What follows belongs to an exercise in optimizing a design on an open flow for small area and a short achievable clock period; a production flow would make more cautious choices.
Only simulation tests tie the RTL to the original design; equivalence was not proved.
Power and IR drop assume default switching activity.

==> 10-13 <==
## top_module
module top_module(
    input clk,
    input rst,
    input [31:0] ins_in,
    output [31:0] pc_out,
    output [31:0] ins_out,
    output [31:0] alu_result_out
);
==> module arithmetic_logic_unit1, before the edit <==
module arithmetic_logic_unit1(
    input  [31:0] operand1,
    input  [31:0] operand2,
    input  [5:0]  alu_sel,
    input         alu_inv,
    output [31:0] alu_result
);
    wire [33:0] sum_c = {1'b0, operand1, 1'b1} + {1'b0, operand2, alu_inv};
    wire [31:0] sum = sum_c[32:1];
    wire ltu = ~sum_c[33];
    assign alu_result = ({32{alu_sel[0] | alu_sel[1]}} & sum[31:0])
                      | ({32{alu_sel[2]}} & (operand1 & operand2))
                      | ({32{alu_sel[3]}} & (operand1 | operand2))
                      | ({32{alu_sel[4]}} & (operand1 ^ operand2))
                      | {31'b0, alu_sel[5] & ltu};
endmodule
==> module top_module, before the edit <==
module top_module(
    input clk,
    input rst,
    input [31:0] ins_in,
    output [31:0] pc_out,
    output [31:0] ins_out,
    output [31:0] alu_result_out
);
    wire [31:0] pc;
    instruction_fetch_unit ifu(
        .clk(clk),
        .rst(rst),
        .pc(pc)
    );
    wire [5:0] alu_sel;
    wire       alu_inv;
    wire       is_itype;
    wire [4:0] rd_w;
    control_unit1 cu(
        .ins(ins_in),
        .alu_sel(alu_sel),
        .alu_inv(alu_inv),
        .is_itype(is_itype),
        .rd_w(rd_w)
    );
    wire [4:0] rs1 = ins_in[19:15];
    wire [4:0] rs2 = ins_in[24:20];
    wire [31:0] imm_i = {{20{ins_in[31]}}, ins_in[31:20]};
    reg [31:1] sel1, sel2;
    integer j;
    always @(*) begin
        for (j = 1; j < 32; j = j + 1) begin
            sel1[j] = (rs1 == j);
            sel2[j] = (rs2 == j);
        end
    end
    wire [31:0] op2_fix = imm_i ^ {32{alu_inv}};
    wire [31:0] op2_rd0 = is_itype ? op2_fix : {32{alu_inv}};
    wire [31:0] op2_rd1 = is_itype ? op2_fix : {32{~alu_inv}};
    reg [31:0] ex_op1, ex_op2;
    reg [5:0]  ex_sel;
    reg        ex_inv;
    reg [4:0]  ex_rd;
    reg [31:0] m_res;           
    reg [4:0]  m_rd;
    reg [31:0] wb_res;          
    reg [4:0]  wb_rd;
    wire [31:0] data1, data2;
    register_file_unit1 rfu(
        .clk(clk),
        .rst(rst),
        .rs1(rs1),
        .rs2(rs2),
        .sel1(sel1),
        .sel2(sel2),
        .wr_rd(wb_rd),
        .wr_data(wb_res),
        .data1(data1),
        .data2(data2)
    );
    wire [31:0] alu_out;
    arithmetic_logic_unit1 alu(
        .operand1(ex_op1),
        .operand2(ex_op2),
        .alu_sel(ex_sel),
        .alu_inv(ex_inv),
        .alu_result(alu_out)
    );
    always @(posedge clk) begin
        ex_op1 <= data1;
        ex_op2 <= op2_rd1 & data2 | op2_rd0 & ~data2;
        wb_res <= m_res;
    end
    always @(posedge clk or posedge rst) begin
        if (rst) begin
            ex_sel <= 6'b0;
            ex_inv <= 1'b0;
            ex_rd  <= 5'b0;
            m_res  <= 32'b0;
            m_rd   <= 5'b0;
            wb_rd  <= 5'b0;
        end else begin
            ex_sel <= alu_sel;
            ex_inv <= alu_inv;
            ex_rd  <= rd_w;
            m_res  <= alu_out;
            m_rd   <= ex_rd;
            wb_rd  <= m_rd;
        end
    end
    assign pc_out         = pc;
    assign ins_out        = ins_in;
    assign alu_result_out = m_res;
endmodule
clock: 6.5 ns
lec_check: 0
cap_margin: 20
core_margin: 2
core_utilization: 40
cts_buf_list: sky130_fd_sc_hd__clkbuf_8
setup_slack_margin: 3.7
slew_margin: 20
tns_end_percent: 10
run.sh (not shown) runs the stock make flow with config.mk's settings and CLKGATE_MAP_FILE= SYNTH_SCRIPT=/design/flow/synth_recipe.tcl, a recipe that flattens the netlist after the stock synthesis.
==> 02-05 (differences from 10-13) <==
--- a/flow/design.v
+++ b/flow/design.v
@@ -94,9 +94,8 @@
     input  [5:0]  alu_sel,
-    input         alu_inv,
     output [31:0] alu_result
 );
-    wire [33:0] sum_c = {1'b0, operand1, 1'b1} + {1'b0, operand2, alu_inv};
-    wire [31:0] sum = sum_c[32:1];
-    wire ltu = ~sum_c[33];
-    assign alu_result = ({32{alu_sel[0] | alu_sel[1]}} & sum[31:0])
+    wire [32:0] s = {1'b0, operand1} + {1'b0, operand2};
+    wire ltu = s[32];
+    assign alu_result = ({32{alu_sel[0]}} & s[31:0])
+                      | ({32{alu_sel[1]}} & ~s[31:0])
                       | ({32{alu_sel[2]}} & (operand1 & operand2))
@@ -143,8 +142,8 @@
     end
-    wire [31:0] op2_fix = imm_i ^ {32{alu_inv}};
-    wire [31:0] op2_rd0 = is_itype ? op2_fix : {32{alu_inv}};
-    wire [31:0] op2_rd1 = is_itype ? op2_fix : {32{~alu_inv}};
+    wire [31:0] op1_rd0 = {32{alu_inv}};
+    wire [31:0] op1_rd1 = {32{~alu_inv}};
+    wire [31:0] op2_rd0 = is_itype ? imm_i : 32'b0;
+    wire [31:0] op2_rd1 = is_itype ? imm_i : 32'hffffffff;
     reg [31:0] ex_op1, ex_op2;
     reg [5:0]  ex_sel;
-    reg        ex_inv;
     reg [4:0]  ex_rd;
@@ -172,3 +171,2 @@
         .alu_sel(ex_sel),
-        .alu_inv(ex_inv),
         .alu_result(alu_out)
@@ -176,3 +174,3 @@
     always @(posedge clk) begin
-        ex_op1 <= data1;
+        ex_op1 <= op1_rd1 & data1 | op1_rd0 & ~data1;
         ex_op2 <= op2_rd1 & data2 | op2_rd0 & ~data2;
@@ -183,3 +181,2 @@
             ex_sel <= 6'b0;
-            ex_inv <= 1'b0;
             ex_rd  <= 5'b0;
@@ -190,3 +187,2 @@
             ex_sel <= alu_sel;
-            ex_inv <= alu_inv;
             ex_rd  <= rd_w;
==> flow/flow/run.sh (new file) <==
#!/bin/bash
# Layout flow: the standard layout (standard.sh: ORFS synthesis through finish,
# unchanged), except that the port buffers that buffer_ports inserts on every input
# and output are sky130_fd_sc_hd__buf_2 instead of the default delay-buffer cell.
# The make output goes to flow_make.log in this folder; ORFS keeps each step's own
# log under orfs/logs/.
set -euo pipefail
cd "$(dirname "$0")/.."
bash standard.sh "BUFFER_PORTS_ARGS=-buffer_cell sky130_fd_sc_hd__buf_2" finish > flow_make.log 2>&1
==> flow/standard.sh (new file) <==
#!/bin/bash
# synth_recipe.tcl (not shown) runs the flow's synth.tcl, then flattens the netlist and writes it again
# the make line also repeats each setting of config.mk as NAME=value (left out here)
make -C /OpenROAD-flow-scripts/flow DESIGN_CONFIG=/design/flow/config.mk WORK_HOME=/design/flow/orfs CLKGATE_MAP_FILE= SYNTH_SCRIPT=/design/flow/synth_recipe.tcl "${@:-finish}"
- CTS_BUF_LIST: sky130_fd_sc_hd__clkbuf_8 -> sky130_fd_sc_hd__clkbuf_8 sky130_fd_sc_hd__clkbuf_16
- CTS_CLUSTER_DIAMETER: not set -> 80
- CTS_CLUSTER_SIZE: not set -> 24
- SETUP_SLACK_MARGIN: 3.7 -> 3.6
- TNS_END_PERCENT: 10 -> 30
removed: flow/run.sh
==> 06-07 (differences from 10-13) <==
--- a/flow/design.v
+++ b/flow/design.v
@@ -94,9 +94,8 @@
     input  [5:0]  alu_sel,
-    input         alu_inv,
     output [31:0] alu_result
 );
-    wire [33:0] sum_c = {1'b0, operand1, 1'b1} + {1'b0, operand2, alu_inv};
-    wire [31:0] sum = sum_c[32:1];
-    wire ltu = ~sum_c[33];
-    assign alu_result = ({32{alu_sel[0] | alu_sel[1]}} & sum[31:0])
+    wire [32:0] s = {1'b0, operand1} + {1'b0, operand2};
+    wire ltu = s[32];
+    assign alu_result = ({32{alu_sel[0]}} & s[31:0])
+                      | ({32{alu_sel[1]}} & ~s[31:0])
                       | ({32{alu_sel[2]}} & (operand1 & operand2))
@@ -143,8 +142,8 @@
     end
-    wire [31:0] op2_fix = imm_i ^ {32{alu_inv}};
-    wire [31:0] op2_rd0 = is_itype ? op2_fix : {32{alu_inv}};
-    wire [31:0] op2_rd1 = is_itype ? op2_fix : {32{~alu_inv}};
+    wire [31:0] op1_rd0 = {32{alu_inv}};
+    wire [31:0] op1_rd1 = {32{~alu_inv}};
+    wire [31:0] op2_rd0 = is_itype ? imm_i : 32'b0;
+    wire [31:0] op2_rd1 = is_itype ? imm_i : 32'hffffffff;
     reg [31:0] ex_op1, ex_op2;
     reg [5:0]  ex_sel;
-    reg        ex_inv;
     reg [4:0]  ex_rd;
@@ -172,3 +171,2 @@
         .alu_sel(ex_sel),
-        .alu_inv(ex_inv),
         .alu_result(alu_out)
@@ -176,3 +174,3 @@
     always @(posedge clk) begin
-        ex_op1 <= data1;
+        ex_op1 <= op1_rd1 & data1 | op1_rd0 & ~data1;
         ex_op2 <= op2_rd1 & data2 | op2_rd0 & ~data2;
@@ -183,3 +181,2 @@
             ex_sel <= 6'b0;
-            ex_inv <= 1'b0;
             ex_rd  <= 5'b0;
@@ -190,3 +187,2 @@
             ex_sel <= alu_sel;
-            ex_inv <= alu_inv;
             ex_rd  <= rd_w;
==> flow/flow/run.sh (new file) <==
#!/bin/bash
# Layout flow: the standard layout (standard.sh: ORFS synthesis through finish,
# unchanged), except that the port buffers that buffer_ports inserts on every input
# and output are sky130_fd_sc_hd__buf_2 instead of the default delay-buffer cell.
# The make output goes to flow_make.log in this folder; ORFS keeps each step's own
# log under orfs/logs/.
set -euo pipefail
cd "$(dirname "$0")/.."
bash standard.sh "BUFFER_PORTS_ARGS=-buffer_cell sky130_fd_sc_hd__buf_2" finish > flow_make.log 2>&1
==> flow/standard.sh (new file) <==
#!/bin/bash
# synth_recipe.tcl (not shown) runs the flow's synth.tcl, then flattens the netlist and writes it again
# the make line also repeats each setting of config.mk as NAME=value (left out here)
make -C /OpenROAD-flow-scripts/flow DESIGN_CONFIG=/design/flow/config.mk WORK_HOME=/design/flow/orfs CLKGATE_MAP_FILE= SYNTH_SCRIPT=/design/flow/synth_recipe.tcl "${@:-finish}"
- CTS_BUF_LIST: sky130_fd_sc_hd__clkbuf_8 -> sky130_fd_sc_hd__clkbuf_8 sky130_fd_sc_hd__clkbuf_16
- CTS_CLUSTER_DIAMETER: not set -> 80
- CTS_CLUSTER_SIZE: not set -> 24
- SETUP_SLACK_MARGIN: 3.7 -> 3.6
removed: flow/run.sh
==> summary of the runs <==
Against 06-07, the combinational power of 10-13 is higher by 20%. Against 02-05, the clock-buffer cell count of 10-13 is higher by 149. In 06-07 the wire length is smaller than in 10-13, by 1.4%. Of 10-13 and 02-05, 02-05 has the higher synthesized area (gap 1.3%, measured against 02-05). In sequential cell count, 06-07 and 02-05 do not differ. In total power, 02-05 and 06-07 hardly differ. Critical path depth: 10-13 is lower than 02-05 (6). The lowest via count belongs to 06-07, the highest to 10-13. Between 10-13 and 02-05, the lower non-clock buffer count is in 02-05 (gap 40). The lowest register-to-register slack belongs to 10-13, the highest to 06-07.
==> figures <==
metric                                                                       06-07            10-13                   02-05
Result of the run                                         timing/DRC/antenna clean  timing/DRC/antenna clean  timing/DRC/antenna clean
Post-CTS Setup Bufs                                                             44               76                      54
Largest net degree at the start of global routing                               58               68                      58
Critical R2R Capture                                              rfu.xr[25].x[29]  rfu.xr[9].x[13]        rfu.xr[12].x[29]
Length of routed met3 wiring                                              45190 um         48610 um                46390 um
Non-clock buffer count                                                         359              398                     358
DR pass1 iterations                                                             17               22                      15
Area share of xor/xnor cells in the synthesized design                     0.01050         0.008894                 0.01050
Max Freq                                                                 322.0 MHz        321.0 MHz               317.8 MHz
Number of buffers added by the clock tree synthesis step                        61              192                      61
Routed wire length per instance                                           44.19 um         43.65 um                44.34 um
Wire length of the first global-routing pass                             326800 um        332400 um               327300 um
Final weighted congestion in routability-driven placement                   0.9879           0.9971                  0.9879
Origin of the worst setup path                                          ins_in[21]         wb_rd[2]              ins_in[22]
Initial cell density of the core                                            0.4042           0.4015                  0.4042
Final critical delay including setup and external delays                  3.106 ns         3.115 ns                3.147 ns
Maximum ir drop on the vdd rail                                          0.2350 mV        0.2322 mV               0.2345 mV
Critical Path Most Common Cell                             sky130_fd_sc_hd__nor3_1                -  sky130_fd_sc_hd__buf_4
Number of well taps                                                           1729             1662                    1729
Leakage                                                                 0.02055 uW       0.02202 uW              0.02052 uW
Required arrival time at the worst endpoint                                7.12 ns          7.05 ns                 7.11 ns
Chip height                                                               363.7 um         361.3 um                363.7 um

-- what the ideal ports hide --
The flow's constraints put no driver on any port. The routed layouts listed below were extracted and timed again, unchanged, in two steps. Step 1 assumes that a clkbuf_16 drives the clock port and a buf_2 every other input. Step 2 adds t to the input delays and takes it off the output delays; t is the mean of the earliest and latest rising clock arrival at the registers after step 1. Input paths then give back, and output paths get back, about the clock's delay inside the block. Slacks: no drivers / after step 1 / after step 2; pairs: no drivers / after step 1.
run	t, ns	slack for setup (ns)	slew at the worst register clock pin (ns)
10-13	1.015	3.385 / 3.381 / 2.426	0.07 / 0.07
02-05	0.793	3.353 / 3.399 / 2.605	0.11 / 0.11
06-07	0.792	3.394 / 3.374 / 2.639	0.10 / 0.10
After both steps every run listed still meets setup and hold. The setup slack of 10-13, which loses most, moves by -0.004 ns with the drivers and by -0.959 ns with both steps.
